This is an optimization exercise on Yosys and OpenROAD, whose aim is small area and a short achievable clock period, not a production implementation.
RTL that was checked went through simulation tests only; none was proved equivalent to the original.
No functional check of the RTL was part of run 1.
No activity file was given, so power comes from the tool's default toggle rates.

## flow/design.v (module list and top-level ports; edited modules follow where they fit)
// module line_buffer: 26 lines
// module conv_core: 2040 lines
// module csa_fa: 4 lines
// module booth_two: 3 lines
// module conv_top: 38 lines
module conv_top (
    input  wire        clk,
    input  wire        rst,
    input  wire        pixel_valid,
    input  wire [7:0]  pixel_in,
    input  wire [71:0] kernel_in,
    output wire signed [15:0] conv_out,
    output wire        conv_valid
);
  // ...
==> flow/flow/run.sh <==
#!/bin/bash
# The standard layout (standard.sh), with these changes:
#  - port buffers are plain buffers: buf_2 on the outputs, and buf_1 on the
#    inputs (swapped in after global placement by flow/small_inbuf.tcl);
#  - clock tree: sink clusters of up to 27 sinks within 90 um, no dummy loads;
#  - the timing repair steps aim for 7.75 ns of setup slack.
# Each tool's output goes to the ORFS logs; make's own output to standard.log.
bash standard.sh \
  BUFFER_PORTS_ARGS="-buffer_cell sky130_fd_sc_hd__buf_2" \
  POST_GLOBAL_PLACE_TCL="$PWD/flow/small_inbuf.tcl" \
  CTS_ARGS="-sink_clustering_enable -repair_clock_nets -sink_clustering_size 27 -sink_clustering_max_diameter 90 -dont_use_dummy_load" \
  SETUP_SLACK_MARGIN=7.75 \
  finish > standard.log 2>&1
==> flow/flow/small_inbuf.tcl <==
# Input port buffers only drive a register or two: use buf_1 for them.
set db [ord::get_db]
set block [ord::get_db_block]
set m [$db findMaster sky130_fd_sc_hd__buf_1]
set n 0
foreach bt [$block getBTerms] {
  if {[$bt getIoType] ne "INPUT" || [$bt getName] eq "clk"} { continue }
  set net [$bt getNet]
  foreach it [$net getITerms] {
    set inst [$it getInst]
    if {[[$inst getMaster] getName] eq "sky130_fd_sc_hd__buf_2"} {
      $inst swapMaster $m
      incr n
    }
  }
}
puts "small_inbuf: $n input buffers set to buf_1"
==> flow/standard.sh <==
#!/bin/bash
# synth_recipe.tcl (not shown) runs the flow's synth.tcl, then flattens the netlist and writes it again
# the make line also repeats each setting of config.mk as NAME=value (left out here)
make -C /OpenROAD-flow-scripts/flow DESIGN_CONFIG=/design/flow/config.mk WORK_HOME=/design/flow/orfs CLKGATE_MAP_FILE= SYNTH_SCRIPT=/design/flow/synth_recipe.tcl "${@:-finish}"
==> flow/config.mk <==
export PLATFORM = sky130hd
export DESIGN_NAME = conv_top
export DESIGN_NICKNAME = conv_top
export VERILOG_FILES = /design/flow/design.v
export SDC_FILE = /design/flow/constraint.sdc
export NUM_CORES = 4
export LEC_CHECK = 0
export CAP_MARGIN = 20
export CORE_MARGIN = 2
export CORE_UTILIZATION = 65
export CTS_CLUSTER_DIAMETER = 80
export CTS_CLUSTER_SIZE = 24
export PLACE_DENSITY = 0.72
export SLEW_MARGIN = 20
export SYNTH_HIERARCHICAL = 1
==> flow/constraint.sdc <==
create_clock -name core_clock -period 11.0 [get_ports {clk}]
set_input_delay 2.2000 -clock core_clock [delete_from_list [all_inputs] [get_ports {clk}]]
set_output_delay 2.2000 -clock core_clock [all_outputs]
set_load 0.01 [all_outputs]
==> results.yml, run 1 <==
outcome:
  status: "no timing/DRC/antenna violations"
power_and_ir_drop:
  pwr-share-clk: 0.099
  maxPowerGroup: "combinational cells"
cells_and_area:
  largest_register: "u_line_buffer.taps"
  fin_util: 0.692
  multi_input_area_um2: 13200
global_route:
  grt_antenna_before_repair: 1
  grt_overflow: 0
route:
  drt-initial-drc-count: 1528
  wl_met2_um: 27600
  post_drt_via_cell_ratio: 6.16
setup_path:
  worst-path-buf-inv: 0
  regToRegEndpoint: "u_core.r932$_DFF_P_"
  crit_start: "u_core.ke[3]$_DFF_P_"
  required_ns: 11.46
  crit_path_end: "u_core.r932$_DFF_P_"
  cp-end-kind: "register"
die:
  tap_cells: 455
  die_area_um2: 36900
clocking:
  htreeDepth: 1
  post-cts-setup-buffers: 0
synth:
  synth_xor_area_frac: 0.125
  yosysSeqAreaShare: 0.400
  ys_ff_latch: 386
min_path:
  hold_path.class: "register to register"
  worst_hold_path.endpoint: "u_core.r1100$_DFF_P_"
sta:
  skew_ns: 0.0340
==> run 2, diff against run 1 <==
--- a/flow/design.v
+++ b/flow/design.v
@@ -846,195 +846,193 @@
     wire s809;
     wire c810;
     wire s811;
     wire c812;
     wire s813;
     wire c814;
     wire s815;
     wire c816;
-    wire x817;
-    wire x818;
+    wire s817;
+    wire c818;
     wire x819;
     wire x820;
     wire x821;
-    wire s933;
-    wire c934;
-    wire s935;
-    wire c936;
-    wire s937;
-    wire c938;
-    wire s939;
-    wire c940;
-    wire s941;
-    wire c942;
-    wire s943;
-    wire c944;
-    wire s945;
-    wire c946;
-    wire s947;
-    wire c948;
-    wire s949;
-    wire c950;
-    wire s951;
-    wire c952;
-    wire s953;
-    wire c954;
-    wire s955;
-    wire c956;
-    wire s957;
-    wire c958;
-    wire s959;
-    wire c960;
-    wire s961;
-    wire c962;
-    wire s963;
-    wire c964;
-    wire s965;
-    wire c966;
-    wire s967;
-    wire c968;
-    wire s969;
-    wire c970;
-    wire s971;
-    wire c972;
-    wire s973;
-    wire c974;
-    wire s975;
-    wire c976;
-    wire s977;
-    wire c978;
-    wire s979;
-    wire c980;
-    wire s981;
-    wire c982;
-    wire s983;
-    wire c984;
-    wire s985;
-    wire c986;
-    wire s987;
-    wire c988;
-    wire s989;
-    wire c990;
-    wire s991;
-    wire c992;
-    wire s993;
-    wire c994;
-    wire s995;
-    wire c996;
-    wire s997;
-    wire c998;
-    wire s999;
-    wire c1000;
-    wire s1001;
-    wire c1002;
-    wire s1003;
-    wire c1004;
-    wire s1005;
-    wire c1006;
-    wire s1007;
-    wire c1008;
-    wire s1009;
-    wire c1010;
-    wire s1011;
-    wire c1012;
-    wire s1013;
-    wire c1014;
-    wire s1015;
-    wire c1016;
-    wire s1017;
-    wire c1018;
-    wire s1019;
-    wire c1020;
-    wire s1021;
-    wire c1022;
-    wire s1023;
-    wire c1024;
-    wire s1025;
-    wire c1026;
-    wire s1027;
-    wire c1028;
-    wire s1029;
-    wire c1030;
-    wire s1031;
-    wire c1032;
-    wire s1033;
-    wire c1034;
-    wire s1035;
-    wire c1036;
-    wire s1037;
-    wire c1038;
-    wire s1039;
-    wire c1040;
-    wire s1041;
-    wire c1042;
-    wire s1043;
-    wire c1044;
-    wire s1045;
-    wire c1046;
-    wire s1047;
-    wire c1048;
-    wire s1049;
-    wire c1050;
-    wire s1051;
-    wire c1052;
-    wire s1053;
-    wire c1054;
-    wire s1055;
-    wire c1056;
-    wire s1057;
-    wire c1058;
-    wire s1059;
-    wire c1060;
-    wire s1061;
-    wire c1062;
-    wire s1063;
-    wire c1064;
-    wire s1065;
-    wire c1066;
-    wire s1067;
-    wire c1068;
-    wire s1069;
-    wire c1070;
-    wire s1071;
-    wire c1072;
-    wire s1073;
-    wire c1074;
-    wire s1075;
-    wire c1076;
-    wire s1077;
-    wire c1078;
-    wire s1079;
-    wire c1080;
-    wire s1081;
-    wire c1082;
-    wire s1083;
-    wire c1084;
-    wire s1085;
-    wire c1086;
-    wire s1087;
-    wire c1088;
-    wire s1089;
-    wire c1090;
-    wire s1091;
-    wire c1092;
-    wire s1093;
-    wire c1094;
+    wire x822;
+    wire x823;
+    wire s934;
+    wire c935;
+    wire s936;
+    wire c937;
+    wire s938;
+    wire c939;
+    wire s940;
+    wire c941;
+    wire s942;
+    wire c943;
+    wire s944;
+    wire c945;
+    wire s946;
+    wire c947;
+    wire s948;
+    wire c949;
+    wire s950;
+    wire c951;
+    wire s952;
+    wire c953;
+    wire s954;
+    wire c955;
+    wire s956;
+    wire c957;
+    wire s958;
+    wire c959;
+    wire s960;
+    wire c961;
+    wire s962;
+    wire c963;
+    wire s964;
+    wire c965;
+    wire s966;
+    wire c967;
+    wire s968;
+    wire c969;
+    wire s970;
+    wire c971;
+    wire s972;
+    wire c973;
+    wire s974;
+    wire c975;
+    wire s976;
+    wire c977;
+    wire s978;
+    wire c979;
+    wire s980;
+    wire c981;
+    wire s982;
+    wire c983;
+    wire s984;
+    wire c985;
+    wire s986;
+    wire c987;
+    wire s988;
+    wire c989;
+    wire s990;
+    wire c991;
+    wire s992;
+    wire c993;
+    wire s994;
+    wire c995;
+    wire s996;
+    wire c997;
+    wire s998;
+    wire c999;
+    wire s1000;
+    wire c1001;
+    wire s1002;
+    wire c1003;
+    wire s1004;
+    wire c1005;
+    wire s1006;
+    wire c1007;
+    wire s1008;
+    wire c1009;
+    wire s1010;
+    wire c1011;
+    wire s1012;
+    wire c1013;
+    wire s1014;
+    wire c1015;
+    wire s1016;
+    wire c1017;
+    wire s1018;
+    wire c1019;
+    wire s1020;
+    wire c1021;
+    wire s1022;
+    wire c1023;
+    wire s1024;
+    wire c1025;
+    wire s1026;
+    wire c1027;
+    wire s1028;
+    wire c1029;
+    wire s1030;
+    wire c1031;
+    wire s1032;
+    wire c1033;
+    wire s1034;
+    wire c1035;
+    wire s1036;
+    wire c1037;
+    wire s1038;
+    wire c1039;
+    wire s1040;
+    wire c1041;
+    wire s1042;
+    wire c1043;
+    wire s1044;
+    wire c1045;
+    wire s1046;
+    wire c1047;
+    wire s1048;
+    wire c1049;
+    wire s1050;
+    wire c1051;
+    wire s1052;
+    wire c1053;
+    wire s1054;
+    wire c1055;
+    wire s1056;
+    wire c1057;
+    wire s1058;
+    wire c1059;
+    wire s1060;
+    wire c1061;
+    wire s1062;
+    wire c1063;
+    wire s1064;
+    wire c1065;
+    wire s1066;
+    wire c1067;
+    wire s1068;
+    wire c1069;
+    wire s1070;
+    wire c1071;
+    wire s1072;
+    wire c1073;
+    wire s1074;
+    wire c1075;
+    wire s1076;
+    wire c1077;
+    wire s1078;
+    wire c1079;
+    wire s1080;
+    wire c1081;
+    wire s1082;
+    wire c1083;
+    wire s1084;
+    wire c1085;
+    wire s1086;
+    wire c1087;
+    wire s1088;
+    wire c1089;
+    wire s1090;
+    wire c1091;
+    wire s1092;
+    wire c1093;
+    wire x1094;
     wire x1095;
     wire x1096;
     wire x1097;
-    wire x1098;
-    wire s1125;
-    wire c1126;
-    wire s1127;
-    wire c1128;
-    wire s1129;
-    wire c1130;
-    reg r822;
-    reg r823;
+    wire s1124;
+    wire c1125;
+    wire s1126;
+    wire c1127;
+    wire s1128;
+    wire c1129;
     reg r824;
     reg r825;
     reg r826;
     reg r827;
     reg r828;
     reg r829;
     reg r830;
     reg r831;
@@ -1134,16 +1132,18 @@
     reg r925;
     reg r926;
     reg r927;
     reg r928;
     reg r929;
     reg r930;
     reg r931;
     reg r932;
+    reg r933;
+    reg r1098;
     reg r1099;
     reg r1100;
     reg r1101;
     reg r1102;
     reg r1103;
     reg r1104;
     reg r1105;
     reg r1106;
@@ -1159,19 +1159,18 @@
     reg r1116;
     reg r1117;
     reg r1118;
     reg r1119;
     reg r1120;
     reg r1121;
     reg r1122;
     reg r1123;
-    reg r1124;
-    wire [15:0] ra = {r1124, r1122, r1120, r1118, r1116, r1115, s1129, r1111, s1127, s1125, r1105, r1104, r1103, r1102, r1101, r1099};
-    wire [15:0] rb = {1'b0, r1123, r1121, r1119, r1117, c1130, 1'b0, c1128, 1'b0, 1'b0, 1'b0, 1'b0, 1'b0, 1'b0, 1'b0, r1100};
+    wire [15:0] ra = {r1123, r1121, r1119, r1117, r1115, r1114, s1128, r1110, s1126, s1124, r1104, r1103, r1102, r1101, r1100, r1098};
+    wire [15:0] rb = {1'b0, r1122, r1120, r1118, r1116, c1129, 1'b0, c1127, 1'b0, 1'b0, 1'b0, 1'b0, 1'b0, 1'b0, 1'b0, r1099};
     reg [107:0] ke;
     integer i, k;
     reg [8:0] wb;
     always @(posedge clk) begin
         for (i = 0; i < 9; i = i + 1) begin
             wb = {kernel[71-8*i -: 8], 1'b0};
             for (k = 0; k < 4; k = k + 1) begin
                 ke[(4*i+k)*3]   <= wb[2*k+2];
@@ -1758,308 +1757,307 @@
     csa_fa u_s681 (.a(c624), .b(c626), .c(s657), .s(s681), .co(c682));
     csa_fa u_s683 (.a(s659), .b(s661), .c(s663), .s(s683), .co(c684));
     csa_fa u_s685 (.a(s665), .b(s667), .c(s669), .s(s685), .co(c686));
     csa_fa u_s687 (.a(s671), .b(s673), .c(c628), .s(s687), .co(c688));
     csa_fa u_s689 (.a(c630), .b(c632), .c(c634), .s(s689), .co(c690));
     csa_fa u_s691 (.a(c636), .b(c638), .c(c640), .s(s691), .co(c692));
     csa_fa u_s693 (.a(c642), .b(s675), .c(s677), .s(s693), .co(c694));
     csa_fa u_s695 (.a(s679), .b(s681), .c(s683), .s(s695), .co(c696));
-    csa_fa u_s697 (.a(pp18), .b(pp25), .c(pp32), .s(s697), .co(c698));
-    csa_fa u_s699 (.a(pp54), .b(pp61), .c(pp68), .s(s699), .co(c700));
-    csa_fa u_s701 (.a(pp90), .b(pp97), .c(pp104), .s(s701), .co(c702));
-    csa_fa u_s703 (.a(pp126), .b(pp133), .c(pp140), .s(s703), .co(c704));
-    csa_fa u_s705 (.a(pp162), .b(pp169), .c(pp176), .s(s705), .co(c706));
-    csa_fa u_s707 (.a(pp198), .b(pp205), .c(pp212), .s(s707), .co(c708));
-    csa_fa u_s709 (.a(pp234), .b(pp241), .c(pp248), .s(s709), .co(c710));
-    csa_fa u_s711 (.a(pp270), .b(pp277), .c(pp284), .s(s711), .co(c712));
-    csa_fa u_s713 (.a(pp306), .b(pp313), .c(pp320), .s(s713), .co(c714));
-    csa_fa u_s715 (.a(c656), .b(c658), .c(c660), .s(s715), .co(c716));
-    csa_fa u_s717 (.a(c662), .b(c664), .c(c666), .s(s717), .co(c718));
-    csa_fa u_s719 (.a(c668), .b(c670), .c(c672), .s(s719), .co(c720));
-    csa_fa u_s721 (.a(s697), .b(s699), .c(s701), .s(s721), .co(c722));
-    csa_fa u_s723 (.a(s703), .b(s705), .c(s707), .s(s723), .co(c724));
-    csa_fa u_s725 (.a(s709), .b(s711), .c(s713), .s(s725), .co(c726));
-    csa_fa u_s727 (.a(c674), .b(c676), .c(c678), .s(s727), .co(c728));
-    csa_fa u_s729 (.a(c680), .b(c682), .c(c684), .s(s729), .co(c730));
-    csa_fa u_s731 (.a(c686), .b(s715), .c(s717), .s(s731), .co(c732));
-    csa_fa u_s733 (.a(s719), .b(s721), .c(s723), .s(s733), .co(c734));
-    csa_fa u_s735 (.a(pp26), .b(pp33), .c(pp62), .s(s735), .co(c736));
-    csa_fa u_s737 (.a(pp69), .b(pp98), .c(pp105), .s(s737), .co(c738));
-    csa_fa u_s739 (.a(pp134), .b(pp141), .c(pp170), .s(s739), .co(c740));
-    csa_fa u_s741 (.a(pp177), .b(pp206), .c(pp213), .s(s741), .co(c742));
-    csa_fa u_s743 (.a(pp242), .b(pp249), .c(pp278), .s(s743), .co(c744));
-    csa_fa u_s745 (.a(pp285), .b(pp314), .c(pp321), .s(s745), .co(c746));
-    csa_fa u_s747 (.a(c698), .b(c700), .c(c702), .s(s747), .co(c748));
-    csa_fa u_s749 (.a(c704), .b(c706), .c(c708), .s(s749), .co(c750));
-    csa_fa u_s751 (.a(c710), .b(c712), .c(c714), .s(s751), .co(c752));
-    csa_fa u_s753 (.a(s735), .b(s737), .c(s739), .s(s753), .co(c754));
-    csa_fa u_s755 (.a(s741), .b(s743), .c(s745), .s(s755), .co(c756));
-    csa_fa u_s757 (.a(c716), .b(c718), .c(c720), .s(s757), .co(c758));
-    csa_fa u_s759 (.a(c722), .b(c724), .c(c726), .s(s759), .co(c760));
-    csa_fa u_s761 (.a(s747), .b(s749), .c(s751), .s(s761), .co(c762));
-    csa_fa u_s763 (.a(pp27), .b(pp34), .c(pp63), .s(s763), .co(c764));
-    csa_fa u_s765 (.a(pp70), .b(pp99), .c(pp106), .s(s765), .co(c766));
-    csa_fa u_s767 (.a(pp135), .b(pp142), .c(pp171), .s(s767), .co(c768));
-    csa_fa u_s769 (.a(pp178), .b(pp207), .c(pp214), .s(s769), .co(c770));
-    csa_fa u_s771 (.a(pp243), .b(pp250), .c(pp279), .s(s771), .co(c772));
-    csa_fa u_s773 (.a(pp286), .b(pp315), .c(pp322), .s(s773), .co(c774));
-    csa_fa u_s775 (.a(c736), .b(c738), .c(c740), .s(s775), .co(c776));
-    csa_fa u_s777 (.a(c742), .b(c744), .c(c746), .s(s777), .co(c778));
-    csa_fa u_s779 (.a(s763), .b(s765), .c(s767), .s(s779), .co(c780));
-    csa_fa u_s781 (.a(s769), .b(s771), .c(s773), .s(s781), .co(c782));
-    csa_fa u_s783 (.a(c748), .b(c750), .c(c752), .s(s783), .co(c784));
-    csa_fa u_s785 (.a(c754), .b(c756), .c(s775), .s(s785), .co(c786));
-    csa_fa u_s787 (.a(s777), .b(s779), .c(s781), .s(s787), .co(c788));
-    csa_fa u_s789 (.a(pp35), .b(pp71), .c(pp107), .s(s789), .co(c790));
-    csa_fa u_s791 (.a(pp143), .b(pp179), .c(pp215), .s(s791), .co(c792));
-    csa_fa u_s793 (.a(pp251), .b(pp287), .c(pp323), .s(s793), .co(c794));
-    csa_fa u_s795 (.a(c764), .b(c766), .c(c768), .s(s795), .co(c796));
-    csa_fa u_s797 (.a(c770), .b(c772), .c(c774), .s(s797), .co(c798));
-    csa_fa u_s799 (.a(s789), .b(s791), .c(s793), .s(s799), .co(c800));
-    csa_fa u_s801 (.a(c776), .b(c778), .c(c780), .s(s801), .co(c802));
-    csa_fa u_s803 (.a(c782), .b(s795), .c(s797), .s(s803), .co(c804));
-    csa_fa u_s805 (.a(pp36), .b(pp72), .c(pp108), .s(s805), .co(c806));
-    csa_fa u_s807 (.a(pp144), .b(pp180), .c(pp216), .s(s807), .co(c808));
-    csa_fa u_s809 (.a(pp252), .b(pp288), .c(pp324), .s(s809), .co(c810));
-    csa_fa u_s811 (.a(c790), .b(c792), .c(c794), .s(s811), .co(c812));
-    csa_fa u_s813 (.a(s805), .b(s807), .c(s809), .s(s813), .co(c814));
-    csa_fa u_s815 (.a(c796), .b(c798), .c(c800), .s(s815), .co(c816));
-    assign x817 = c806 ^ c808;
-    assign x818 = c810 ^ x817;
-    assign x819 = x818 ^ c812;
-    assign x820 = c814 ^ x819;
-    assign x821 = x820 ^ c816;
-    csa_fa u_s933 (.a(r824), .b(r825), .c(r826), .s(s933), .co(c934));
-    csa_fa u_s935 (.a(r827), .b(r828), .c(r829), .s(s935), .co(c936));
-    csa_fa u_s937 (.a(r830), .b(c934), .c(s935), .s(s937), .co(c938));
-    csa_fa u_s939 (.a(r831), .b(r832), .c(r833), .s(s939), .co(c940));
-    csa_fa u_s941 (.a(r834), .b(r835), .c(c936), .s(s941), .co(c942));
-    csa_fa u_s943 (.a(s939), .b(c938), .c(s941), .s(s943), .co(c944));
-    csa_fa u_s945 (.a(r836), .b(r837), .c(r838), .s(s945), .co(c946));
-    csa_fa u_s947 (.a(r839), .b(r840), .c(r841), .s(s947), .co(c948));
-    csa_fa u_s949 (.a(r842), .b(r843), .c(c940), .s(s949), .co(c950));
-    csa_fa u_s951 (.a(s945), .b(s947), .c(c942), .s(s951), .co(c952));
-    csa_fa u_s953 (.a(s949), .b(c944), .c(s951), .s(s953), .co(c954));
-    csa_fa u_s955 (.a(r844), .b(r845), .c(r846), .s(s955), .co(c956));
-    csa_fa u_s957 (.a(r847), .b(r848), .c(r849), .s(s957), .co(c958));
-    csa_fa u_s959 (.a(r850), .b(r851), .c(c946), .s(s959), .co(c960));
-    csa_fa u_s961 (.a(c948), .b(s955), .c(s957), .s(s961), .co(c962));
-    csa_fa u_s963 (.a(c950), .b(s959), .c(s961), .s(s963), .co(c964));
-    csa_fa u_s965 (.a(c952), .b(s963), .c(c954), .s(s965), .co(c966));
-    csa_fa u_s967 (.a(r852), .b(r853), .c(r854), .s(s967), .co(c968));
-    csa_fa u_s969 (.a(r855), .b(r856), .c(r857), .s(s969), .co(c970));
-    csa_fa u_s971 (.a(r858), .b(r859), .c(r860), .s(s971), .co(c972));
-    csa_fa u_s973 (.a(c956), .b(c958), .c(s967), .s(s973), .co(c974));
-    csa_fa u_s975 (.a(s969), .b(s971), .c(c960), .s(s975), .co(c976));
-    csa_fa u_s977 (.a(c962), .b(s973), .c(s975), .s(s977), .co(c978));
-    csa_fa u_s979 (.a(r861), .b(r862), .c(r863), .s(s979), .co(c980));
-    csa_fa u_s981 (.a(r864), .b(r865), .c(r866), .s(s981), .co(c982));
-    csa_fa u_s983 (.a(r867), .b(r868), .c(r869), .s(s983), .co(c984));
-    csa_fa u_s985 (.a(r870), .b(r871), .c(r872), .s(s985), .co(c986));
-    csa_fa u_s987 (.a(c968), .b(c970), .c(c972), .s(s987), .co(c988));
-    csa_fa u_s989 (.a(s979), .b(s981), .c(s983), .s(s989), .co(c990));
-    csa_fa u_s991 (.a(s985), .b(c974), .c(s987), .s(s991), .co(c992));
-    csa_fa u_s993 (.a(s989), .b(c976), .c(s991), .s(s993), .co(c994));
-    csa_fa u_s995 (.a(r873), .b(r874), .c(r875), .s(s995), .co(c996));
-    csa_fa u_s997 (.a(r876), .b(r877), .c(r878), .s(s997), .co(c998));
-    csa_fa u_s999 (.a(r879), .b(r880), .c(r881), .s(s999), .co(c1000));
-    csa_fa u_s1001 (.a(r882), .b(r883), .c(c980), .s(s1001), .co(c1002));
-    csa_fa u_s1003 (.a(c982), .b(c984), .c(c986), .s(s1003), .co(c1004));
-    csa_fa u_s1005 (.a(s995), .b(s997), .c(s999), .s(s1005), .co(c1006));
-    csa_fa u_s1007 (.a(c988), .b(c990), .c(s1001), .s(s1007), .co(c1008));
-    csa_fa u_s1009 (.a(s1003), .b(s1005), .c(c992), .s(s1009), .co(c1010));
-    csa_fa u_s1011 (.a(s1007), .b(c994), .c(s1009), .s(s1011), .co(c1012));
-    csa_fa u_s1013 (.a(r884), .b(r885), .c(r886), .s(s1013), .co(c1014));
-    csa_fa u_s1015 (.a(r887), .b(r888), .c(r889), .s(s1015), .co(c1016));
-    csa_fa u_s1017 (.a(r890), .b(r891), .c(r892), .s(s1017), .co(c1018));
-    csa_fa u_s1019 (.a(r893), .b(r894), .c(r895), .s(s1019), .co(c1020));
-    csa_fa u_s1021 (.a(c996), .b(c998), .c(c1000), .s(s1021), .co(c1022));
-    csa_fa u_s1023 (.a(s1013), .b(s1015), .c(s1017), .s(s1023), .co(c1024));
-    csa_fa u_s1025 (.a(s1019), .b(c1002), .c(c1004), .s(s1025), .co(c1026));
-    csa_fa u_s1027 (.a(c1006), .b(s1021), .c(s1023), .s(s1027), .co(c1028));
-    csa_fa u_s1029 (.a(c1008), .b(s1025), .c(s1027), .s(s1029), .co(c1030));
-    csa_fa u_s1031 (.a(r896), .b(r897), .c(r898), .s(s1031), .co(c1032));
-    csa_fa u_s1033 (.a(r899), .b(r900), .c(r901), .s(s1033), .co(c1034));
-    csa_fa u_s1035 (.a(r902), .b(r903), .c(r904), .s(s1035), .co(c1036));
-    csa_fa u_s1037 (.a(r905), .b(c1014), .c(c1016), .s(s1037), .co(c1038));
-    csa_fa u_s1039 (.a(c1018), .b(c1020), .c(s1031), .s(s1039), .co(c1040));
-    csa_fa u_s1041 (.a(s1033), .b(s1035), .c(c1022), .s(s1041), .co(c1042));
-    csa_fa u_s1043 (.a(c1024), .b(s1037), .c(s1039), .s(s1043), .co(c1044));
-    csa_fa u_s1045 (.a(c1026), .b(s1041), .c(c1028), .s(s1045), .co(c1046));
-    csa_fa u_s1047 (.a(s1043), .b(c1030), .c(s1045), .s(s1047), .co(c1048));
-    csa_fa u_s1049 (.a(r906), .b(r907), .c(r908), .s(s1049), .co(c1050));
-    csa_fa u_s1051 (.a(r909), .b(r910), .c(r911), .s(s1051), .co(c1052));
-    csa_fa u_s1053 (.a(r912), .b(r913), .c(r914), .s(s1053), .co(c1054));
-    csa_fa u_s1055 (.a(c1032), .b(c1034), .c(c1036), .s(s1055), .co(c1056));
-    csa_fa u_s1057 (.a(s1049), .b(s1051), .c(s1053), .s(s1057), .co(c1058));
-    csa_fa u_s1059 (.a(c1038), .b(c1040), .c(s1055), .s(s1059), .co(c1060));
-    csa_fa u_s1061 (.a(s1057), .b(c1042), .c(c1044), .s(s1061), .co(c1062));
-    csa_fa u_s1063 (.a(s1059), .b(c1046), .c(s1061), .s(s1063), .co(c1064));
-    csa_fa u_s1065 (.a(r915), .b(r916), .c(r917), .s(s1065), .co(c1066));
-    csa_fa u_s1067 (.a(r918), .b(r919), .c(r920), .s(s1067), .co(c1068));
-    csa_fa u_s1069 (.a(c1050), .b(c1052), .c(c1054), .s(s1069), .co(c1070));
-    csa_fa u_s1071 (.a(s1065), .b(s1067), .c(c1056), .s(s1071), .co(c1072));
-    csa_fa u_s1073 (.a(c1058), .b(s1069), .c(c1060), .s(s1073), .co(c1074));
-    csa_fa u_s1075 (.a(s1071), .b(c1062), .c(s1073), .s(s1075), .co(c1076));
-    csa_fa u_s1077 (.a(r921), .b(r922), .c(r923), .s(s1077), .co(c1078));
-    csa_fa u_s1079 (.a(r924), .b(r925), .c(r926), .s(s1079), .co(c1080));
-    csa_fa u_s1081 (.a(c1066), .b(c1068), .c(s1077), .s(s1081), .co(c1082));
-    csa_fa u_s1083 (.a(s1079), .b(c1070), .c(s1081), .s(s1083), .co(c1084));
-    csa_fa u_s1085 (.a(c1072), .b(s1083), .c(c1074), .s(s1085), .co(c1086));
-    csa_fa u_s1087 (.a(r927), .b(r928), .c(r929), .s(s1087), .co(c1088));
-    csa_fa u_s1089 (.a(r930), .b(r931), .c(c1078), .s(s1089), .co(c1090));
-    csa_fa u_s1091 (.a(c1080), .b(s1087), .c(c1082), .s(s1091), .co(c1092));
-    csa_fa u_s1093 (.a(s1089), .b(c1084), .c(s1091), .s(s1093), .co(c1094));
-    assign x1095 = r932 ^ c1088;
-    assign x1096 = x1095 ^ c1090;
-    assign x1097 = x1096 ^ c1092;
-    assign x1098 = x1097 ^ c1094;
-    csa_fa u_s1125 (.a(r1106), .b(r1107), .c(r1108), .s(s1125), .co(c1126));
-    csa_fa u_s1127 (.a(r1109), .b(r1110), .c(c1126), .s(s1127), .co(c1128));
-    csa_fa u_s1129 (.a(r1112), .b(r1113), .c(r1114), .s(s1129), .co(c1130));
+    csa_fa u_s697 (.a(s685), .b(c644), .c(s687), .s(s697), .co(c698));
+    csa_fa u_s699 (.a(pp18), .b(pp25), .c(pp32), .s(s699), .co(c700));
+    csa_fa u_s701 (.a(pp54), .b(pp61), .c(pp68), .s(s701), .co(c702));
+    csa_fa u_s703 (.a(pp90), .b(pp97), .c(pp104), .s(s703), .co(c704));
+    csa_fa u_s705 (.a(pp126), .b(pp133), .c(pp140), .s(s705), .co(c706));
+    csa_fa u_s707 (.a(pp162), .b(pp169), .c(pp176), .s(s707), .co(c708));
+    csa_fa u_s709 (.a(pp198), .b(pp205), .c(pp212), .s(s709), .co(c710));
+    csa_fa u_s711 (.a(pp234), .b(pp241), .c(pp248), .s(s711), .co(c712));
+    csa_fa u_s713 (.a(pp270), .b(pp277), .c(pp284), .s(s713), .co(c714));
+    csa_fa u_s715 (.a(pp306), .b(pp313), .c(pp320), .s(s715), .co(c716));
+    csa_fa u_s717 (.a(c656), .b(c658), .c(c660), .s(s717), .co(c718));
+    csa_fa u_s719 (.a(c662), .b(c664), .c(c666), .s(s719), .co(c720));
+    csa_fa u_s721 (.a(c668), .b(c670), .c(c672), .s(s721), .co(c722));
+    csa_fa u_s723 (.a(s699), .b(s701), .c(s703), .s(s723), .co(c724));
+    csa_fa u_s725 (.a(s705), .b(s707), .c(s709), .s(s725), .co(c726));
+    csa_fa u_s727 (.a(s711), .b(s713), .c(s715), .s(s727), .co(c728));
+    csa_fa u_s729 (.a(c674), .b(c676), .c(c678), .s(s729), .co(c730));
+    csa_fa u_s731 (.a(c680), .b(c682), .c(c684), .s(s731), .co(c732));
+    csa_fa u_s733 (.a(c686), .b(s717), .c(s719), .s(s733), .co(c734));
+    csa_fa u_s735 (.a(s721), .b(s723), .c(s725), .s(s735), .co(c736));
+    csa_fa u_s737 (.a(pp26), .b(pp33), .c(pp62), .s(s737), .co(c738));
+    csa_fa u_s739 (.a(pp69), .b(pp98), .c(pp105), .s(s739), .co(c740));
+    csa_fa u_s741 (.a(pp134), .b(pp141), .c(pp170), .s(s741), .co(c742));
+    csa_fa u_s743 (.a(pp177), .b(pp206), .c(pp213), .s(s743), .co(c744));
+    csa_fa u_s745 (.a(pp242), .b(pp249), .c(pp278), .s(s745), .co(c746));
+    csa_fa u_s747 (.a(pp285), .b(pp314), .c(pp321), .s(s747), .co(c748));
+    csa_fa u_s749 (.a(c700), .b(c702), .c(c704), .s(s749), .co(c750));
+    csa_fa u_s751 (.a(c706), .b(c708), .c(c710), .s(s751), .co(c752));
+    csa_fa u_s753 (.a(c712), .b(c714), .c(c716), .s(s753), .co(c754));
+    csa_fa u_s755 (.a(s737), .b(s739), .c(s741), .s(s755), .co(c756));
+    csa_fa u_s757 (.a(s743), .b(s745), .c(s747), .s(s757), .co(c758));
+    csa_fa u_s759 (.a(c718), .b(c720), .c(c722), .s(s759), .co(c760));
+    csa_fa u_s761 (.a(c724), .b(c726), .c(c728), .s(s761), .co(c762));
+    csa_fa u_s763 (.a(s749), .b(s751), .c(s753), .s(s763), .co(c764));
+    csa_fa u_s765 (.a(pp27), .b(pp34), .c(pp63), .s(s765), .co(c766));
+    csa_fa u_s767 (.a(pp70), .b(pp99), .c(pp106), .s(s767), .co(c768));
+    csa_fa u_s769 (.a(pp135), .b(pp142), .c(pp171), .s(s769), .co(c770));
+    csa_fa u_s771 (.a(pp178), .b(pp207), .c(pp214), .s(s771), .co(c772));
+    csa_fa u_s773 (.a(pp243), .b(pp250), .c(pp279), .s(s773), .co(c774));
+    csa_fa u_s775 (.a(pp286), .b(pp315), .c(pp322), .s(s775), .co(c776));
+    csa_fa u_s777 (.a(c738), .b(c740), .c(c742), .s(s777), .co(c778));
+    csa_fa u_s779 (.a(c744), .b(c746), .c(c748), .s(s779), .co(c780));
+    csa_fa u_s781 (.a(s765), .b(s767), .c(s769), .s(s781), .co(c782));
+    csa_fa u_s783 (.a(s771), .b(s773), .c(s775), .s(s783), .co(c784));
+    csa_fa u_s785 (.a(c750), .b(c752), .c(c754), .s(s785), .co(c786));
+    csa_fa u_s787 (.a(c756), .b(c758), .c(s777), .s(s787), .co(c788));
+    csa_fa u_s789 (.a(s779), .b(s781), .c(s783), .s(s789), .co(c790));
+    csa_fa u_s791 (.a(pp35), .b(pp71), .c(pp107), .s(s791), .co(c792));
+    csa_fa u_s793 (.a(pp143), .b(pp179), .c(pp215), .s(s793), .co(c794));
+    csa_fa u_s795 (.a(pp251), .b(pp287), .c(pp323), .s(s795), .co(c796));
+    csa_fa u_s797 (.a(c766), .b(c768), .c(c770), .s(s797), .co(c798));
+    csa_fa u_s799 (.a(c772), .b(c774), .c(c776), .s(s799), .co(c800));
+    csa_fa u_s801 (.a(s791), .b(s793), .c(s795), .s(s801), .co(c802));
+    csa_fa u_s803 (.a(c778), .b(c780), .c(c782), .s(s803), .co(c804));
+    csa_fa u_s805 (.a(c784), .b(s797), .c(s799), .s(s805), .co(c806));
+    csa_fa u_s807 (.a(pp36), .b(pp72), .c(pp108), .s(s807), .co(c808));
+    csa_fa u_s809 (.a(pp144), .b(pp180), .c(pp216), .s(s809), .co(c810));
+    csa_fa u_s811 (.a(pp252), .b(pp288), .c(pp324), .s(s811), .co(c812));
+    csa_fa u_s813 (.a(c792), .b(c794), .c(c796), .s(s813), .co(c814));
+    csa_fa u_s815 (.a(s807), .b(s809), .c(s811), .s(s815), .co(c816));
+    csa_fa u_s817 (.a(c798), .b(c800), .c(c802), .s(s817), .co(c818));
+    assign x819 = c808 ^ c810;
+    assign x820 = c812 ^ x819;
+    assign x821 = x820 ^ c814;
+    assign x822 = c816 ^ x821;
+    assign x823 = x822 ^ c818;
+    csa_fa u_s934 (.a(r826), .b(r827), .c(r828), .s(s934), .co(c935));
+    csa_fa u_s936 (.a(r829), .b(r830), .c(r831), .s(s936), .co(c937));
+    csa_fa u_s938 (.a(r832), .b(c935), .c(s936), .s(s938), .co(c939));
+    csa_fa u_s940 (.a(r833), .b(r834), .c(r835), .s(s940), .co(c941));
+    csa_fa u_s942 (.a(r836), .b(r837), .c(c937), .s(s942), .co(c943));
+    csa_fa u_s944 (.a(s940), .b(c939), .c(s942), .s(s944), .co(c945));
+    csa_fa u_s946 (.a(r838), .b(r839), .c(r840), .s(s946), .co(c947));
+    csa_fa u_s948 (.a(r841), .b(r842), .c(r843), .s(s948), .co(c949));
+    csa_fa u_s950 (.a(r844), .b(r845), .c(c941), .s(s950), .co(c951));
+    csa_fa u_s952 (.a(s946), .b(s948), .c(c943), .s(s952), .co(c953));
+    csa_fa u_s954 (.a(s950), .b(c945), .c(s952), .s(s954), .co(c955));
+    csa_fa u_s956 (.a(r846), .b(r847), .c(r848), .s(s956), .co(c957));
+    csa_fa u_s958 (.a(r849), .b(r850), .c(r851), .s(s958), .co(c959));
+    csa_fa u_s960 (.a(r852), .b(r853), .c(c947), .s(s960), .co(c961));
+    csa_fa u_s962 (.a(c949), .b(s956), .c(s958), .s(s962), .co(c963));
+    csa_fa u_s964 (.a(c951), .b(s960), .c(s962), .s(s964), .co(c965));
+    csa_fa u_s966 (.a(c953), .b(s964), .c(c955), .s(s966), .co(c967));
+    csa_fa u_s968 (.a(r854), .b(r855), .c(r856), .s(s968), .co(c969));
+    csa_fa u_s970 (.a(r857), .b(r858), .c(r859), .s(s970), .co(c971));
+    csa_fa u_s972 (.a(r860), .b(r861), .c(r862), .s(s972), .co(c973));
+    csa_fa u_s974 (.a(c957), .b(c959), .c(s968), .s(s974), .co(c975));
+    csa_fa u_s976 (.a(s970), .b(s972), .c(c961), .s(s976), .co(c977));
+    csa_fa u_s978 (.a(c963), .b(s974), .c(s976), .s(s978), .co(c979));
+    csa_fa u_s980 (.a(r863), .b(r864), .c(r865), .s(s980), .co(c981));
+    csa_fa u_s982 (.a(r866), .b(r867), .c(r868), .s(s982), .co(c983));
+    csa_fa u_s984 (.a(r869), .b(r870), .c(r871), .s(s984), .co(c985));
+    csa_fa u_s986 (.a(r872), .b(r873), .c(r874), .s(s986), .co(c987));
+    csa_fa u_s988 (.a(c969), .b(c971), .c(c973), .s(s988), .co(c989));
+    csa_fa u_s990 (.a(s980), .b(s982), .c(s984), .s(s990), .co(c991));
+    csa_fa u_s992 (.a(s986), .b(c975), .c(s988), .s(s992), .co(c993));
+    csa_fa u_s994 (.a(s990), .b(c977), .c(s992), .s(s994), .co(c995));
+    csa_fa u_s996 (.a(r875), .b(r876), .c(r877), .s(s996), .co(c997));
+    csa_fa u_s998 (.a(r878), .b(r879), .c(r880), .s(s998), .co(c999));
+    csa_fa u_s1000 (.a(r881), .b(r882), .c(r883), .s(s1000), .co(c1001));
+    csa_fa u_s1002 (.a(r884), .b(r885), .c(c981), .s(s1002), .co(c1003));
+    csa_fa u_s1004 (.a(c983), .b(c985), .c(c987), .s(s1004), .co(c1005));
+    csa_fa u_s1006 (.a(s996), .b(s998), .c(s1000), .s(s1006), .co(c1007));
+    csa_fa u_s1008 (.a(c989), .b(c991), .c(s1002), .s(s1008), .co(c1009));
+    csa_fa u_s1010 (.a(s1004), .b(s1006), .c(c993), .s(s1010), .co(c1011));
+    csa_fa u_s1012 (.a(s1008), .b(c995), .c(s1010), .s(s1012), .co(c1013));
+    csa_fa u_s1014 (.a(r886), .b(r887), .c(r888), .s(s1014), .co(c1015));
+    csa_fa u_s1016 (.a(r889), .b(r890), .c(r891), .s(s1016), .co(c1017));
+    csa_fa u_s1018 (.a(r892), .b(r893), .c(r894), .s(s1018), .co(c1019));
+    csa_fa u_s1020 (.a(r895), .b(c997), .c(c999), .s(s1020), .co(c1021));
+    csa_fa u_s1022 (.a(c1001), .b(s1014), .c(s1016), .s(s1022), .co(c1023));
+    csa_fa u_s1024 (.a(s1018), .b(c1003), .c(c1005), .s(s1024), .co(c1025));
+    csa_fa u_s1026 (.a(c1007), .b(s1020), .c(s1022), .s(s1026), .co(c1027));
+    csa_fa u_s1028 (.a(c1009), .b(s1024), .c(s1026), .s(s1028), .co(c1029));
+    csa_fa u_s1030 (.a(r896), .b(r897), .c(r898), .s(s1030), .co(c1031));
+    csa_fa u_s1032 (.a(r899), .b(r900), .c(r901), .s(s1032), .co(c1033));
+    csa_fa u_s1034 (.a(r902), .b(r903), .c(r904), .s(s1034), .co(c1035));
+    csa_fa u_s1036 (.a(r905), .b(r906), .c(c1015), .s(s1036), .co(c1037));
+    csa_fa u_s1038 (.a(c1017), .b(c1019), .c(s1030), .s(s1038), .co(c1039));
+    csa_fa u_s1040 (.a(s1032), .b(s1034), .c(c1021), .s(s1040), .co(c1041));
+    csa_fa u_s1042 (.a(c1023), .b(s1036), .c(s1038), .s(s1042), .co(c1043));
+    csa_fa u_s1044 (.a(c1025), .b(s1040), .c(c1027), .s(s1044), .co(c1045));
+    csa_fa u_s1046 (.a(s1042), .b(c1029), .c(s1044), .s(s1046), .co(c1047));
+    csa_fa u_s1048 (.a(r907), .b(r908), .c(r909), .s(s1048), .co(c1049));
+    csa_fa u_s1050 (.a(r910), .b(r911), .c(r912), .s(s1050), .co(c1051));
+    csa_fa u_s1052 (.a(r913), .b(r914), .c(r915), .s(s1052), .co(c1053));
+    csa_fa u_s1054 (.a(c1031), .b(c1033), .c(c1035), .s(s1054), .co(c1055));
+    csa_fa u_s1056 (.a(s1048), .b(s1050), .c(s1052), .s(s1056), .co(c1057));
+    csa_fa u_s1058 (.a(c1037), .b(c1039), .c(s1054), .s(s1058), .co(c1059));
+    csa_fa u_s1060 (.a(s1056), .b(c1041), .c(c1043), .s(s1060), .co(c1061));
+    csa_fa u_s1062 (.a(s1058), .b(c1045), .c(s1060), .s(s1062), .co(c1063));
+    csa_fa u_s1064 (.a(r916), .b(r917), .c(r918), .s(s1064), .co(c1065));
+    csa_fa u_s1066 (.a(r919), .b(r920), .c(r921), .s(s1066), .co(c1067));
+    csa_fa u_s1068 (.a(c1049), .b(c1051), .c(c1053), .s(s1068), .co(c1069));
+    csa_fa u_s1070 (.a(s1064), .b(s1066), .c(c1055), .s(s1070), .co(c1071));
+    csa_fa u_s1072 (.a(c1057), .b(s1068), .c(c1059), .s(s1072), .co(c1073));
+    csa_fa u_s1074 (.a(s1070), .b(c1061), .c(s1072), .s(s1074), .co(c1075));
+    csa_fa u_s1076 (.a(r922), .b(r923), .c(r924), .s(s1076), .co(c1077));
+    csa_fa u_s1078 (.a(r925), .b(r926), .c(r927), .s(s1078), .co(c1079));
+    csa_fa u_s1080 (.a(c1065), .b(c1067), .c(s1076), .s(s1080), .co(c1081));
+    csa_fa u_s1082 (.a(s1078), .b(c1069), .c(s1080), .s(s1082), .co(c1083));
+    csa_fa u_s1084 (.a(c1071), .b(s1082), .c(c1073), .s(s1084), .co(c1085));
+    csa_fa u_s1086 (.a(r928), .b(r929), .c(r930), .s(s1086), .co(c1087));
+    csa_fa u_s1088 (.a(r931), .b(r932), .c(c1077), .s(s1088), .co(c1089));
+    csa_fa u_s1090 (.a(c1079), .b(s1086), .c(c1081), .s(s1090), .co(c1091));
+    csa_fa u_s1092 (.a(s1088), .b(c1083), .c(s1090), .s(s1092), .co(c1093));
+    assign x1094 = r933 ^ c1087;
+    assign x1095 = x1094 ^ c1089;
+    assign x1096 = x1095 ^ c1091;
+    assign x1097 = x1096 ^ c1093;
+    csa_fa u_s1124 (.a(r1105), .b(r1106), .c(r1107), .s(s1124), .co(c1125));
+    csa_fa u_s1126 (.a(r1108), .b(r1109), .c(c1125), .s(s1126), .co(c1127));
+    csa_fa u_s1128 (.a(r1111), .b(r1112), .c(r1113), .s(s1128), .co(c1129));
     reg [1:0] vpipe;
     always @(posedge clk) begin
-        r822 <= s337;
-        r823 <= s339;
-        r824 <= s349;
-        r825 <= s351;
-        r826 <= s353;
-        r827 <= s379;
-        r828 <= c354;
-        r829 <= s381;
-        r830 <= s383;
-        r831 <= c382;
-        r832 <= s407;
-        r833 <= c384;
-        r834 <= s409;
-        r835 <= s411;
-        r836 <= s445;
-        r837 <= s447;
-        r838 <= c408;
-        r839 <= c410;
-        r840 <= s449;
-        r841 <= c412;
-        r842 <= s451;
-        r843 <= s453;
-        r844 <= s485;
-        r845 <= c450;
-        r846 <= c452;
-        r847 <= s487;
-        r848 <= c454;
-        r849 <= s489;
-        r850 <= s491;
-        r851 <= s493;
-        r852 <= c488;
-        r853 <= c490;
-        r854 <= c492;
-        r855 <= s541;
-        r856 <= c494;
-        r857 <= s543;
-        r858 <= s545;
-        r859 <= s547;
-        r860 <= s549;
-        r861 <= s589;
-        r862 <= s591;
-        r863 <= c542;
-        r864 <= c544;
-        r865 <= c546;
-        r866 <= s593;
-        r867 <= c548;
-        r868 <= c550;
-        r869 <= s595;
-        r870 <= s597;
-        r871 <= s599;
-        r872 <= s601;
-        r873 <= s643;
-        r874 <= c594;
-        r875 <= c596;
-        r876 <= c598;
-        r877 <= c600;
-        r878 <= s645;
-        r879 <= c602;
-        r880 <= s647;
-        r881 <= s649;
-        r882 <= s651;
-        r883 <= s653;
-        r884 <= s685;
-        r885 <= c644;
-        r886 <= s687;
-        r887 <= c646;
-        r888 <= c648;
-        r889 <= c650;
-        r890 <= c652;
-        r891 <= s689;
-        r892 <= c654;
-        r893 <= s691;
-        r894 <= s693;
-        r895 <= s695;
-        r896 <= s725;
+        r824 <= s337;
+        r825 <= s339;
+        r826 <= s349;
+        r827 <= s351;
+        r828 <= s353;
+        r829 <= s379;
+        r830 <= c354;
+        r831 <= s381;
+        r832 <= s383;
+        r833 <= c382;
+        r834 <= s407;
+        r835 <= c384;
+        r836 <= s409;
+        r837 <= s411;
+        r838 <= s445;
+        r839 <= s447;
+        r840 <= c408;
+        r841 <= c410;
+        r842 <= s449;
+        r843 <= c412;
+        r844 <= s451;
+        r845 <= s453;
+        r846 <= s485;
+        r847 <= c450;
+        r848 <= c452;
+        r849 <= s487;
+        r850 <= c454;
+        r851 <= s489;
+        r852 <= s491;
+        r853 <= s493;
+        r854 <= c488;
+        r855 <= c490;
+        r856 <= c492;
+        r857 <= s541;
+        r858 <= c494;
+        r859 <= s543;
+        r860 <= s545;
+        r861 <= s547;
+        r862 <= s549;
+        r863 <= s589;
+        r864 <= s591;
+        r865 <= c542;
+        r866 <= c544;
+        r867 <= c546;
+        r868 <= s593;
+        r869 <= c548;
+        r870 <= c550;
+        r871 <= s595;
+        r872 <= s597;
+        r873 <= s599;
+        r874 <= s601;
+        r875 <= s643;
+        r876 <= c594;
+        r877 <= c596;
+        r878 <= c598;
+        r879 <= c600;
+        r880 <= s645;
+        r881 <= c602;
+        r882 <= s647;
+        r883 <= s649;
+        r884 <= s651;
+        r885 <= s653;
+        r886 <= c646;
+        r887 <= c648;
+        r888 <= c650;
+        r889 <= c652;
+        r890 <= s689;
+        r891 <= c654;
+        r892 <= s691;
+        r893 <= s693;
+        r894 <= s695;
+        r895 <= s697;
+        r896 <= s727;
         r897 <= c688;
         r898 <= c690;
         r899 <= c692;
         r900 <= c694;
-        r901 <= s727;
+        r901 <= s729;
         r902 <= c696;
-        r903 <= s729;
-        r904 <= s731;
-        r905 <= s733;
-        r906 <= s753;
+        r903 <= s731;
+        r904 <= s733;
+        r905 <= s735;
+        r906 <= c698;
         r907 <= s755;
-        r908 <= c728;
+        r908 <= s757;
         r909 <= c730;
         r910 <= c732;
-        r911 <= s757;
-        r912 <= c734;
-        r913 <= s759;
+        r911 <= c734;
+        r912 <= s759;
+        r913 <= c736;
         r914 <= s761;
-        r915 <= c758;
+        r915 <= s763;
         r916 <= c760;
         r917 <= c762;
-        r918 <= s783;
+        r918 <= c764;
         r919 <= s785;
         r920 <= s787;
-        r921 <= s799;
-        r922 <= c784;
+        r921 <= s789;
+        r922 <= s801;
         r923 <= c786;
         r924 <= c788;
-        r925 <= s801;
+        r925 <= c790;
         r926 <= s803;
-        r927 <= s811;
+        r927 <= s805;
         r928 <= s813;
-        r929 <= c802;
+        r929 <= s815;
         r930 <= c804;
-        r931 <= s815;
-        r932 <= x821;
-        r1099 <= r822;
-        r1100 <= r823;
-        r1101 <= s933;
-        r1102 <= s937;
-        r1103 <= s943;
-        r1104 <= s953;
-        r1105 <= s965;
-        r1106 <= c964;
-        r1107 <= s977;
-        r1108 <= c966;
-        r1109 <= c978;
-        r1110 <= s993;
-        r1111 <= s1011;
-        r1112 <= c1010;
-        r1113 <= s1029;
-        r1114 <= c1012;
-        r1115 <= s1047;
-        r1116 <= c1048;
-        r1117 <= s1063;
-        r1118 <= c1064;
-        r1119 <= s1075;
-        r1120 <= c1076;
-        r1121 <= s1085;
-        r1122 <= s1093;
-        r1123 <= c1086;
-        r1124 <= x1098;
+        r931 <= c806;
+        r932 <= s817;
+        r933 <= x823;
+        r1098 <= r824;
+        r1099 <= r825;
+        r1100 <= s934;
+        r1101 <= s938;
+        r1102 <= s944;
+        r1103 <= s954;
+        r1104 <= s966;
+        r1105 <= c965;
+        r1106 <= s978;
+        r1107 <= c967;
+        r1108 <= c979;
+        r1109 <= s994;
+        r1110 <= s1012;
+        r1111 <= c1011;
+        r1112 <= s1028;
+        r1113 <= c1013;
+        r1114 <= s1046;
+        r1115 <= c1047;
+        r1116 <= s1062;
+        r1117 <= c1063;
+        r1118 <= s1074;
+        r1119 <= c1075;
+        r1120 <= s1084;
+        r1121 <= s1092;
+        r1122 <= c1085;
+        r1123 <= x1097;
         conv_out <= ra + rb;
         conv_valid <= vpipe[1];
     end
     always @(posedge clk or posedge rst) begin
         if (rst) begin
             vpipe <= 2'd0;
         end else begin
             vpipe <= {vpipe[0:0], window_valid};
==> flow/flow/run.sh (replaced) <==
#!/bin/bash
# The standard layout (standard.sh), with these changes:
#  - port buffers are plain buffers: buf_2 on the outputs, and buf_1 on the
#    inputs (swapped in after global placement by flow/small_inbuf.tcl);
#  - clock tree: sink clusters of up to 27 sinks within 90 um, no dummy loads;
#  - the timing repair steps aim for 7.8 ns of setup slack.
# Each tool's output goes to the ORFS logs; make's own output to standard.log.
bash standard.sh \
  BUFFER_PORTS_ARGS="-buffer_cell sky130_fd_sc_hd__buf_2" \
  POST_GLOBAL_PLACE_TCL="$PWD/flow/small_inbuf.tcl" \
  CTS_ARGS="-sink_clustering_enable -repair_clock_nets -sink_clustering_size 27 -sink_clustering_max_diameter 90 -dont_use_dummy_load" \
  SETUP_SLACK_MARGIN=7.8 \
  finish > standard.log 2>&1
==> results.yml, run 2 <==
sta:
  timing.fmax_ghz: 0.313
  tightest_slew_ns: 0.969
  report.final.slew_viol_count: 0
  hold_violations: 0
  rsz0062_at_grt: "true"
  finalSetupTns_ns: 0
  skew_ns: 0.0456
  finalCriticalPeriod_ns: 3.19
  finalSetupViolCount: 0
  post-route-period-util: 0.290
  slew_headroom: 0.354
setup_path:
  critPathKind: "register to register"
  path_cells: "xnor2_1 -> nor2_4 -> a22oi_1 -> xor2_1 -> ha_1 -> inv_1 -> fa_1 -> fa_1 -> fa_1"
  cp_common_cell: "fa_1"
  r2r-start: "u_core.ke[0]$_DFF_P_"
  crit_start: "u_core.ke[0]$_DFF_P_"
  cp_max_fo: 18
  startpoint_type: "register"
  worst-path-buf-inv: 1
  cp_top_family: "adder cells"
  required_ns: 11.42
  cp_data_arrival_time_ns: 3.62
  cp-end-kind: "register"
  cp_slowest_stage_delay_ns: 0.57
  crit_slowest_cell: "fa_1"
power_and_ir_drop:
  power.density_nw_per_um2: 316
  leakage_nw: 8.78
  ir_drop_v: 0.000524
cells_and_area:
  nets: 2228
  largest_register: "u_line_buffer.taps"
  layout_commonest_cell: "fa_1"
  largest_reg_flops: 144
  final_cells: 2259
  final_layout_size_suffix_gt1_frac: 0.0904
  syn2layout_area_growth_pct: 5.76
  top_regs: "u_line_buffer.taps x144, u_core.ke x72, u_core.conv_out x16"
  layout.cells.most_common_list: "328 x fa_1, 261 x xnor2_1, 190 x dfxtp_1"
route:
  post_drt_via_cell_ratio: 5.97
  finalWirelength_um: 57100
  drt-pass1-iter-count: 5
  route.detailed.drc: 0
  avgRoutedWirePerCell_um: 25.3
  drt-initial-drc-count: 1360
  antenna_left: 0
  vias: 13500
die:
  core_um2: 34600
  die_w_um: 192
  dieHeight_um: 192
  start_util: 0.663
  boundaryPins: 100
  die_area_um2: 36800
  rows: 68
synth:
  synth_nets: 2244
  syn_area_per_cell_um2: 12.6
  netlist_top_cells_area: "fa_1 29%, dfxtp_1 20%, edfxtp_1 19%"
  synth_edf_count: 144
  synthDistinctLibCells: 40
  yosysSeqAreaShare: 0.400
  syn_inst: 1821
  yosys.area.top_type: "fa_1"
  async_flop_share: 0.0182
  synth_top_area_frac: 0.286
  ys.flop_type: "dfxtp_1"
  yosys-top-cells-count: "328 x fa_1, 263 x xnor2_1, 234 x dfxtp_1"
  ys_ff_latch: 385
  syn-cell-area_um2: 23000
  yosys.cell_count.top_type: "fa_1"
  yosysWarningCount: 9
global_route:
  grt_pass1_wl_um: 83900
  grt_max_degree: 77
  grt_use_total: 0.320
  grt_pass1_vias: 13600
  grt_overflow: 0
  grt_antenna_before_repair: 1
clocking:
  clk_latency_ns: 0.55
  clock-sinks: 385
  numCtsBuffers: 19
  htreeDepth: 1
  root_buffer: "clkbuf_16"
  cts_buffer_depth: 3
  clkTransAtPathRegs_ns: 0.10
  cts_tree: "built"
  postCtsHoldBufs: 0
outcome:
  status: "no timing/DRC/antenna violations"
min_path:
  hold_path.class: "register to register"
  hold_start: "u_core.r824$_DFF_P_"
placed_design:
  portBuffers: 99
  place_inst: 2202
  hpwl_um: 45100
job:
  maxCapViolations: 0
## run 2: changes by cell type after synthesis, sizes merged
cell / before / now
dfxtp: 235 / 234
## run 2: cell type report
cell class | count | area [um2]
antenna | 1 | 2.50
clock buffer | 19 | 475
inverter | 6 | 22.5
multi-input combinational | 1256 | 13200
sequential | 385 | 9320
fill | 2489 | 10300
timing repair buffer | 137 | 716
tap | 455 | 569
## run 2: kinds of logic (layout without fill, tap and decap cells)
| family | after synthesis | count (layout) | share of synthesized area |
|---|---|---|---|
| xor gates and xnor gates | 329 | 329 | 0.125 |
| adders and majority gates | 340 | 340 | 0.292 |
| other | 0 | 1 | 0 |
| and+or+nand+nor | 279 | 279 | 0.0582 |
| DFF | 385 | 385 | 0.400 |
| muxes | 13 | 13 | 0.00659 |
| buffers and inverters | 180 | 162 | 0.0304 |
| AOI/OAI and AO/OA | 295 | 295 | 0.0869 |
## run 2: repair_timing
action	in CTS	in global routing
buffers inserted	0	37
gates resized for setup	50	63
endpoints found under the setup margin	74	64
pin swaps	0	9
## run 2: through the flow
step	hold slack (ns)	setup WS (ns)	total power, W	cell area, um2	utilization
2_1_floorplan	0.310	8.05	0.00495	23000	-
3_5_place_dp	0.315	7.38	0.00681	23300	0.672
3_3_place_gp	0.312	7.40	0.00667	23400	0.675
6_report	0.335	7.81	0.00767	24300	0.701
4_1_cts	0.337	7.64	0.00761	23800	0.688
5_1_grt	0.340	7.72	0.00825	24300	0.701
## run 2: per-layer routing
metal / wire, um / vias to the layer above / GRT usage
met2: 26500 / 561 / 0.496
met1: 22300 / 6786 / 0.432
met3: 5690 / 110 / 0.0886
met4: 2590 / 0 / 0.128
li1: - / 6030 / -
met5: 0 / - / 0
## run 2: worst paths after layout
path	end	slack, ns	depth (start not counted)
max in group asynchronous	u_line_buffer.col[2]$_DFFE_PP0P_	9.28	2
setup / recovery	u_core.r895$_DFF_P_	7.81	9
hold / removal	u_core.r1098$_DFF_P_	0.33	0
hold reg to reg	u_core.r1098$_DFF_P_	0.33	0
setup reg to reg	u_core.r895$_DFF_P_	7.81	9
min in group asynchronous	u_core.vpipe[0]$_DFF_PP0_	1.49	2
## run 2: report_power, final
part,total [W],leakage [nW],switching [W],internal (W)
Sequential,0.00230,3.48,0.000314,0.00199
Clock,0.000743,0.234,0.000432,0.000310
Combinational,0.00463,5.06,0.00254,0.00209
## run 2: per-module statistics from Yosys, one instance, submodules excluded
module,cells,area (um2),flip-flops and latches
line_buffer,160,4560,149
conv_core,1270,11300,227
csa_fa,1,20.0,0
conv_top,9,180,9
booth_two,2,12.5,0
==> run 3, diff against run 2 <==
==> flow/flow/run.sh (replaced) <==
#!/bin/bash
# The standard layout (standard.sh), with these changes:
#  - port buffers are plain buffers: buf_2 on the outputs, and buf_1 on the
#    inputs (swapped in after global placement by flow/small_inbuf.tcl);
#  - clock tree: sink clusters of up to 27 sinks within 90 um, no dummy loads;
#  - the timing repair steps aim for 7.75 ns of setup slack.
# Each tool's output goes to the ORFS logs; make's own output to standard.log.
bash standard.sh \
  BUFFER_PORTS_ARGS="-buffer_cell sky130_fd_sc_hd__buf_2" \
  POST_GLOBAL_PLACE_TCL="$PWD/flow/small_inbuf.tcl" \
  CTS_ARGS="-sink_clustering_enable -repair_clock_nets -sink_clustering_size 27 -sink_clustering_max_diameter 90 -dont_use_dummy_load" \
  SETUP_SLACK_MARGIN=7.75 \
  finish > standard.log 2>&1
==> results.yml, run 3 <==
setup_path:
  startpoint_type: "register"
  cp_data_arrival_time_ns: 3.68
  regToRegEndpoint: "u_core.r933$_DFF_P_"
  critPathKind: "register to register"
  cp_slowest_stage_delay_ns: 0.57
  cp-end-kind: "register"
  crit_slowest_cell: "dfxtp_2"
  r2r_slack_ns: 7.79
  worst-path-buf-inv: 0
  required_ns: 11.48
  cp_common_cell: "xnor2_1"
  r2r-start: "u_core.ke[105]$_DFF_P_"
  path_cells: "xnor2_1 -> nor2_2 -> a22oi_1 -> xnor2_1 -> fa_1 -> fa_1 -> fa_1 -> xnor2_1 -> xnor2_1 -> xnor2_1"
  cp_max_fo: 11
  reg2regPathDepth: 10
  cp_top_family: "adder cells"
route:
  drt-pass1-iter-count: 5
  vias: 13400
  post_drt_via_cell_ratio: 6.02
  avgRoutedWirePerCell_um: 25.5
  finalWirelength_um: 56600
  drt-initial-drc-count: 1412
  route.detailed.drc: 0
  antenna_left: 0
global_route:
  grt_util_met3: 0.0886
  grt_pass1_wl_um: 83800
  grt_max_degree: 77
  grt_antenna_before_repair: 1
  grtUsageMet2: 0.495
  grt_busiest_layer: "met2"
  gr-usage-met1: 0.432
  grt_pass1_vias: 13600
  grt_overflow: 0
  grt_use_total: 0.320
sta:
  timing.fmax_ghz: 0.312
  rsz0062_at_grt: "true"
  finalCriticalPeriod_ns: 3.21
  report.final.slew_viol_count: 0
  finalSetupTns_ns: 0
  slew_headroom: 0.354
  hold_violations: 0
  skew_ns: 0.0484
  tightest_slew_ns: 0.968
  post-route-period-util: 0.291
  finalSetupViolCount: 0
job:
  maxCapViolations: 0
synth:
  yosysWarningCount: 9
  yosys-top-cells-count: "328 x fa_1, 263 x xnor2_1, 234 x dfxtp_1"
  synth_top_area_frac: 0.286
  yosys.cell_count.top_type: "fa_1"
  syn_area_per_cell_um2: 12.6
  ys_ff_latch: 385
  synth_nets: 2244
  async_flop_share: 0.0182
  synthDistinctLibCells: 40
  netlist_top_cells_area: "fa_1 29%, dfxtp_1 20%, edfxtp_1 19%"
  ys.flop_type: "dfxtp_1"
  syn_inst: 1821
  yosys.area.top_type: "fa_1"
  synth_edf_count: 144
  yosysSeqAreaShare: 0.400
  syn-cell-area_um2: 23000
placed_design:
  portBuffers: 99
  place_inst: 2202
  hpwl_um: 45100
  place_area_um2: 23300
die:
  boundaryPins: 100
  rows: 68
  dieHeight_um: 192
  core_um2: 34600
  start_util: 0.663
  die_area_um2: 36800
  die_w_um: 192
outcome:
  status: "no timing/DRC/antenna violations"
clocking:
  htreeDepth: 1
  clock-sinks: 385
  clkTransAtPathRegs_ns: 0.11
  postCtsHoldBufs: 0
  clk_latency_ns: 0.55
  post-cts-setup-buffers: 0
  root_buffer: "clkbuf_16"
  cts_tree: "built"
  cts_buffer_depth: 3
  numCtsBuffers: 19
cells_and_area:
  layout_commonest_cell: "fa_1"
  largest_register: "u_line_buffer.taps"
  nets: 2191
  fin_util: 0.690
  fillers: 2517
  final_layout_size_suffix_gt1_frac: 0.0657
  syn2layout_area_growth_pct: 4.06
  final_cell_area_um2: 23900
  final_cells: 2222
  top_regs: "u_line_buffer.taps x144, u_core.ke x72, u_core.conv_out x16"
  largest_reg_flops: 144
  layout.cells.most_common_list: "328 x fa_1, 263 x xnor2_1, 197 x dfxtp_1"
min_path:
  hold_depth: 0
  worst_hold_path.endpoint: "u_core.r1098$_DFF_P_"
  hold_path.class: "register to register"
  hold_start: "u_core.r824$_DFF_P_"
power_and_ir_drop:
  leakage_nw: 8.56
  ir_drop_v: 0.000522
  power.density_nw_per_um2: 318
==> run 3: cell counts after synthesis <==
No cell type changed its count.
==> run 3: cell type report <==
class                   instances  area, um2  share of cell area
clock buffers                  19        475              0.0199
flip-flops and latches        385       9280               0.388
inverters                       6       22.5            0.000942
diodes                          1       2.50            0.000105
well taps                     455        569              0.0238
repair buffers                100        400              0.0168
multi-input cells            1256      13100               0.550
==> run 3: worst max path at each step <==
stage                      startpoint                  end  slack [ns]  cells after the start
3_3_place_gp    u_core.ke[75]$_DFF_P_  u_core.r933$_DFF_P_        7.40                     10
2_1_floorplan    u_core.ke[3]$_DFF_P_  u_core.r933$_DFF_P_        8.05                     11
4_1_cts         u_core.ke[27]$_DFF_P_  u_core.r933$_DFF_P_        7.61                     10
6_report       u_core.ke[105]$_DFF_P_  u_core.r933$_DFF_P_        7.79                     10
5_1_grt         u_core.ke[87]$_DFF_P_  u_core.r933$_DFF_P_        7.64                     10
3_5_place_dp    u_core.ke[18]$_DFF_P_  u_core.r933$_DFF_P_        7.38                     10
==> run 3: per-module statistics from Yosys, one instance, submodules excluded <==
module       cell area, um2  flip-flops and latches
conv_top                180                       9
booth_two              12.5                       0
conv_core             11300                     227
line_buffer            4560                     149
csa_fa                 20.0                       0
==> run 3: kinds of logic after synthesis <==
group                    share of synthesized area
flip-flops                                   0.400
adder cells (fa/ha/maj)                      0.292
XOR/XNOR                                     0.125
AO/OA/AOI/OAI                               0.0869
buffers and inverters                       0.0304
multiplexers                               0.00659
AND/OR/NAND/NOR                             0.0582
==> run 3: through the flow <==
stage	setup slack, ns	hold WS [ns]	power (W)
CTS	7.61	0.337	0.00760
global placement	7.40	0.312	0.00667
finish	7.79	0.335	0.00760
floorplan	8.05	0.310	0.00495
detailed placement	7.38	0.315	0.00681
global route	7.64	0.340	0.00818
==> run 3: metal layers <==
metal,vias up,routed length [um]
met5,-,0
met4,0,2460
met3,99,5440
met2,520,26100
met1,6796,22600
li1,5962,-
==> run 3: power by group <==
| group | leakage, nW | switching (W) | internal [W] |
|---|---|---|---|
| Combinational | 4.85 | 0.00252 | 0.00204 |
| Clock | 0.234 | 0.000433 | 0.000310 |
| Sequential | 3.47 | 0.000313 | 0.00199 |
==> run 3: what timing repair did <==
action	CTS	global route
resized for setup	40	41
endpoints found under the setup margin	68	48
endpoints found under the hold margin	0	0
cloned	0	0

[separate check: timing with driven ports]
Ports are ideal in the flow. The routed layouts listed here were re-timed in OpenROAD.
Step 1 (the two cells are an assumption about what drives the block):
set clk [get_ports {clk}]
set_driving_cell -lib_cell sky130_fd_sc_hd__clkbuf_16 $clk
set_driving_cell -lib_cell sky130_fd_sc_hd__buf_2 [delete_from_list [all_inputs] $clk]
Step 2 also shifts input and output timing later by t, the mid clock arrival at the registers, as if the neighbouring blocks saw the same clock.
Three values: ideal, step 1, step 2; two values: the first two.
run	t (ns)	setup slack, ns	slew at the worst register clock pin (ns)
run 1	0.581	7.784 / 7.765 / 7.784	0.11 / 0.11
run 2	0.579	7.807 / 7.753 / 7.807	0.11 / 0.11
run 3	0.581	7.795 / 7.754 / 7.795	0.11 / 0.11
After both steps setup and hold are still met in every run listed.
